Context: an optimization exercise on an open-source flow, tuned for small area. The choices shown serve that exercise and are no tape-out recipe.
The RTL was checked by simulation tests, not by an equivalence proof against the original design.
The clock port is modelled as an ideal driver; clocking choices that lean on that would not hold on a real chip.
Power figures rest on the tool's default switching activity, not on a simulated workload.

## fir
module fir(data_out, out_enable, data_in, sample_enable, coef_enable, error, clk, reset);
Size in the first run: ~640 cells after synthesis, roughly 76 flip-flops, about 9200 um^2 of cells after synthesis.
Settings: LEC_CHECK=0, CAP_MARGIN=20, CELL_PAD_IN_SITES_DETAIL_PLACEMENT=1, CELL_PAD_IN_SITES_GLOBAL_PLACEMENT=1, CORE_MARGIN=2, CORE_UTILIZATION=55, GPL_TIMING_DRIVEN=0, SLEW_MARGIN=20, SYNTH_HIERARCHICAL=1; clock period 12.0 ns.
standard.sh (not shown) runs the stock make flow with config.mk's settings and CLKGATE_MAP_FILE= SYNTH_SCRIPT=/design/flow/synth_recipe.tcl, a recipe that flattens the netlist after the stock synthesis.
==> flow/flow/run.sh <==
#!/bin/bash
# The standard layout with these changes: port buffers chosen per direction
# (flow/pre_gpl.tcl), global placement that is not timing driven, only
# small buffers for the resizer (flow/small_bufs.tcl), and a clock tree of
# clock buffers without dummy balancing loads.
set -uo pipefail
here=$(pwd)
bash standard.sh synth > standard_synth.log 2>&1 || exit 1
bash standard.sh \
  "DONT_BUFFER_PORTS=1" \
  "PRE_GLOBAL_PLACE_TCL=$here/flow/pre_gpl.tcl" \
  "PRE_RESIZE_TCL=$here/flow/small_bufs.tcl" \
  "PRE_CTS_TCL=$here/flow/small_bufs.tcl" \
  "PRE_GLOBAL_ROUTE_TCL=$here/flow/small_bufs.tcl" \
  "CTS_ARGS=-sink_clustering_enable -repair_clock_nets -buf_list sky130_fd_sc_hd__clkbuf_4 -root_buf sky130_fd_sc_hd__clkbuf_8 -dont_use_dummy_load" \
  finish > standard_make.log 2>&1
==> flow/flow/pre_gpl.tcl <==
# Runs before global placement: drop the buffers synthesis left in the
# netlist, then give each port a buf_1.
remove_buffers
buffer_ports -inputs -buffer_cell sky130_fd_sc_hd__buf_1
buffer_ports -outputs -buffer_cell sky130_fd_sc_hd__buf_1
==> flow/flow/small_bufs.tcl <==
set_dont_use {sky130_fd_sc_hd__buf_6 sky130_fd_sc_hd__buf_8 sky130_fd_sc_hd__buf_12 sky130_fd_sc_hd__buf_16 sky130_fd_sc_hd__bufbuf_8 sky130_fd_sc_hd__bufbuf_16}
Rerun with:
--- a/flow/flow/run.sh
+++ b/flow/flow/run.sh
@@ -4,2 +4,3 @@
-# small buffers for the resizer (flow/small_bufs.tcl), and a clock tree of
-# clock buffers without dummy balancing loads.
+# small buffers for the resizer (flow/small_bufs.tcl), a clock tree of
+# clock buffers without dummy balancing loads, and cells downsized where
+# timing allows after clock tree synthesis (flow/post_cts.tcl).
@@ -13,0 +15 @@
+  "POST_CTS_TCL=$here/flow/post_cts.tcl" \
==> flow/flow/post_cts.tcl (new file) <==
# Runs after clock tree synthesis: move each combinational cell to the
# smallest drive strength of its function that keeps setup slack above a
# margin, with no slew or capacitance violation. Flip-flops and clock
# buffers are left alone.
proc my_downsize { margin } {
  set dont_use {}
  if {[info exists ::env(DONT_USE_CELLS)]} { set dont_use $::env(DONT_USE_CELLS) }
  set changed 0
  foreach inst [get_cells *] {
    set ref [get_property $inst ref_name]
    if {![regexp {^(sky130_fd_sc_hd__[a-z0-9]+)_([0-9]+)$} $ref -> base drive]} continue
    if {[string match "*clkbuf*" $base] || [string match "*clkinv*" $base]} continue
    if {[string match "*df*" $base]} continue
    foreach d {0 1 2} {
      if {$d >= $drive} break
      set cand ${base}_$d
      if {[get_lib_cells -quiet */$cand] == ""} continue
      if {[lsearch $dont_use $cand] >= 0} continue
      replace_cell $inst $cand
      estimate_parasitics -placement
      if {[sta::worst_slack -max] >= $margin
          && [sta::max_slew_violation_count] == 0
          && [sta::max_capacitance_violation_count] == 0} {
        incr changed
        break
      }
      replace_cell $inst $ref
      estimate_parasitics -placement
    }
  }
  return $changed
}
estimate_parasitics -placement
puts "my_downsize: resized [my_downsize 0.3] instances"
--- a/flow/config.mk
+++ b/flow/config.mk
@@ -12 +12 @@
-export CORE_UTILIZATION = 55
+export CORE_UTILIZATION = 40
=> Synthesized area does not change. Core utilization came out lower by 16 points. Die area rises by well over a third. Power goes down by a few percent. Final area goes down slightly. Global-route usage drops by 9.0 points.

==> static timing again, ports no longer ideal <==
In the flow no input, the clock included, has a driving cell. The finished layouts below were timed again as built, in two steps.
Step 1: set_driving_cell puts a clkbuf_16 on clk and a buf_2 on each other input, an assumption about the parent block.
Step 2 adds t to the input delays and takes it off the output delays; t is the mean of the earliest and latest rising clock arrival at the registers after step 1. Input paths then give back, and output paths get back, about the clock's delay inside the block.
a / b / c = no drivers / after step 1 / after step 2; a / b = the first two.
run	t, ns	slack for setup (ns)	worst register clock-pin slew, ns	cell pins on the clock port's net
the first run	0.408	0.528 / 0.487 / 0.804	0.10 / 0.10	1
the second run	0.390	0.549 / 0.515 / 0.728	0.08 / 0.08	1
After both steps every run listed still meets setup and hold.
